From an optimization exercise on the open Yosys and OpenROAD flow, aimed at small area; shortcuts taken in it are not production practice.
In this exercise RTL edits were held to simulation tests only and were not proved equivalent to the original.
Power figures rest on the tool's default switching activity, not on a simulated workload.

==> inputs of juniper <==
Design mario, start of the top module:
module mario(clk, reset, key_valid, key_code, key_is_down, coin_display, sprite_addr, sprite1_data, sprite2_data, hsync, vsync, rgb, seg, an);
  input clk;
  wire clk;
  input reset;
  wire reset;
  input key_valid;
  wire key_valid;
  input [8:0] key_code;
  wire [8:0] key_code;
  input key_is_down;
  wire key_is_down;
  input coin_display;
  wire coin_display;
  output [13:0] sprite_addr;
  wire [13:0] sprite_addr;
  input [11:0] sprite1_data;
  wire [11:0] sprite1_data;
  input [11:0] sprite2_data;
  wire [11:0] sprite2_data;
  output hsync;
  wire hsync;
  output vsync;
  wire vsync;
  output [11:0] rgb;
  reg [11:0] rgb;
  output [6:0] seg;
  reg [6:0] seg;
  output [3:0] an;
  wire [3:0] an;
  wire [6:0] n0000;
  wire n0001;
  wire n0002;
  wire n0003;
  wire n0004;
  wire n0005;
  wire n0006;
  wire n0007;
  wire n0008;
  wire n0009;
  wire n0010;
  wire n0011;
  wire n0012;
  wire n0013;
  wire n0014;
  wire n0015;
  wire n0016;
  wire n0017;
  wire n0018;
  wire n0019;
  wire n0020;
  wire n0021;
  wire n0022;
  wire n0023;
  wire n0024;
  wire n0025;
  wire n0026;
  wire n0027;
  wire n0028;
  wire n0029;
  wire n0030;
  wire n0031;
  wire n0032;
  wire n0033;
  wire n0034;
  wire n0035;
  wire n0036;
  wire n0037;
  wire n0038;
  wire n0039;
  wire n0040;
  wire n0041;
  wire n0042;
  wire n0043;
  wire n0044;
  wire n0045;
  wire n0046;
  wire n0047;
  wire n0048;
  wire n0049;
  wire n0050;
  wire n0051;
  wire n0052;
  wire n0053;
  wire n0054;
  wire n0055;
  wire n0056;
  wire n0057;
  wire n0058;
  wire n0059;
  wire n0060;
  wire n0061;
  wire n0062;
  wire n0063;
  wire n0064;
  wire n0065;
  wire n0066;
  wire n0067;
  wire n0068;
  wire n0069;
  wire n0070;
  ...
==> flow/config.mk <==
export PLATFORM = sky130hd
export DESIGN_NAME = mario
export DESIGN_NICKNAME = mario
export VERILOG_FILES = /design/flow/design.v
export SDC_FILE = /design/flow/constraint.sdc
export NUM_CORES = 4
export LEC_CHECK = 0
export ABC_AREA = 1
export CAP_MARGIN = 20
export CORE_MARGIN = 2
export CORE_UTILIZATION = 40
export SLEW_MARGIN = 20
export SYNTH_MEMORY_MAX_BITS = 16384
==> flow/constraint.sdc <==
create_clock -name core_clock -period 30.0 [get_ports {clk}]
set_input_delay 6.0000 -clock core_clock [delete_from_list [all_inputs] [get_ports {clk}]]
set_output_delay 6.0000 -clock core_clock [all_outputs]
set_load 0.01 [all_outputs]
standard.sh (not shown) runs the stock make flow with config.mk's settings and CLKGATE_MAP_FILE= SYNTH_SCRIPT=/design/flow/synth_recipe.tcl, a recipe that flattens the netlist after the stock synthesis.
==> flow/flow/run.sh <==
#!/bin/bash
# Own layout flow: the standard flow (standard.sh) with three changes.
#  1. After the standard synthesis, the logic between the registers is mapped
#     again by ABC for area (remap.tcl); registers, their names and cell types
#     are kept as the standard synthesis made them.
#  2. The port buffers that global placement inserts use the smallest buffer.
#  3. CTS builds the clock tree from clkbuf_8 cells and inserts no dummy loads.
# Each tool writes its full output to a log here (synth.log, remap.log,
# layout.log) besides ORFS's own logs under orfs/logs/.
set -euo pipefail
export BUFFER_PORTS_ARGS="-buffer_cell sky130_fd_sc_hd__buf_1"
export CTS_ARGS="-sink_clustering_enable -repair_clock_nets -dont_use_dummy_load -buf_list sky130_fd_sc_hd__clkbuf_8"
RES=orfs/results/${FLOW_PLATFORM}/mario/base
bash standard.sh synth > synth.log 2>&1
cp $RES/1_2_yosys.v std_1_2_yosys.v
"$FLOW_HOME/../tools/install/yosys/bin/yosys" -c flow/remap.tcl > remap.log 2>&1
cp remapped.v $RES/1_2_yosys.v
bash standard.sh > layout.log 2>&1
Other scripts of this flow, unchanged in this note and not shown: flow/flow/dont_use.txt, flow/flow/remap.tcl, flow/flow/seq_stub.v
==> lagoon (differences from juniper) <==
--- a/flow/flow/run.sh
+++ b/flow/flow/run.sh
@@ -9,7 +9,7 @@
 # layout.log) besides ORFS's own logs under orfs/logs/.
 set -euo pipefail
 export BUFFER_PORTS_ARGS="-buffer_cell sky130_fd_sc_hd__buf_1"
-export CTS_ARGS="-sink_clustering_enable -repair_clock_nets -dont_use_dummy_load -buf_list sky130_fd_sc_hd__clkbuf_8"
+export CTS_ARGS="-sink_clustering_enable -sink_clustering_size 30 -sink_clustering_max_diameter 150 -repair_clock_nets -dont_use_dummy_load -buf_list sky130_fd_sc_hd__clkbuf_8"
 RES=orfs/results/${FLOW_PLATFORM}/mario/base
 bash standard.sh synth > synth.log 2>&1
 cp $RES/1_2_yosys.v std_1_2_yosys.v
==> comparison table <==
quantity	juniper	lagoon
Status	finished clean	finished clean
Hold crit path type	reg -> reg	reg -> reg
Slew @ Worst Pin	1.06 ns	1.06 ns
Mean area per synthesized cell	6.48 sq um	6.48 sq um
Max frequency	116 MHz	116 MHz
Combinational power share	0.060	0.060
Clock insertion delay at the later pin of the skew report	0.45 ns	0.45 ns
Hold-critical path depth	2	2
Syn_nets	1317	1317
Diodes inserted	0	0
Worst slack at placement	21.23 ns	21.23 ns
Total cell area at the placement stage	0.00899 sq mm	0.00899 sq mm
Bufs and invs on worst path	2	2
Leading cell type in the layout, fill and taps excluded	nor2_1	nor2_1
Stage delay of the slowest cell on the critical path	0.44 ns	0.44 ns
Total I/O pin count	77	77
Total of cells resized after clock tree synthesis	0	0
Register area	0.00260 sq mm	0.00260 sq mm
Cell occurring most often along the worst timing path	nor2_1	nor2_1
Global-route wire length before repair	49300 microns	49300 microns
Area growth, synth to finish	11.4%	11.4%
CTS tree	yes	yes
R2R Path Start	vga_unit.vy[5]$_SDFFE_PP0N_	vga_unit.vy[5]$_SDFFE_PP0N_
Final global-route overflow total	0	0
Met1 Usage GRT	0.360	0.360
Clk pin slew, worst setup/hold paths	0.06 ns	0.06 ns
Finished Layout Cells	1651	1651

[afterwards: timing with drivers on the ports]
The flow's constraints put no driver on any port. The routed layouts listed below were extracted and timed again, unchanged, in two steps. Step 1 assumes that a clkbuf_16 drives the clock port and a buf_2 every other input. Step 2 times the ports against the registers' clock, not the clock port: input delays grow and output delays shrink by t, the midpoint of the rising clock arrivals with the driver on. Slacks: ideal ports / drivers / drivers and shift; pairs: ideal ports / drivers.
| run | shift t [ns] | slack for setup (ns) | worst setup path at the end | cell pins on the clock port's net |
|---|---|---|---|---|
| juniper | 0.473 | 21.385 / 21.349 / 21.246 | input to register | 1 |
| lagoon | 0.473 | 21.385 / 21.349 / 21.246 | input to register | 1 |
After both steps setup and hold are still met in every run listed.
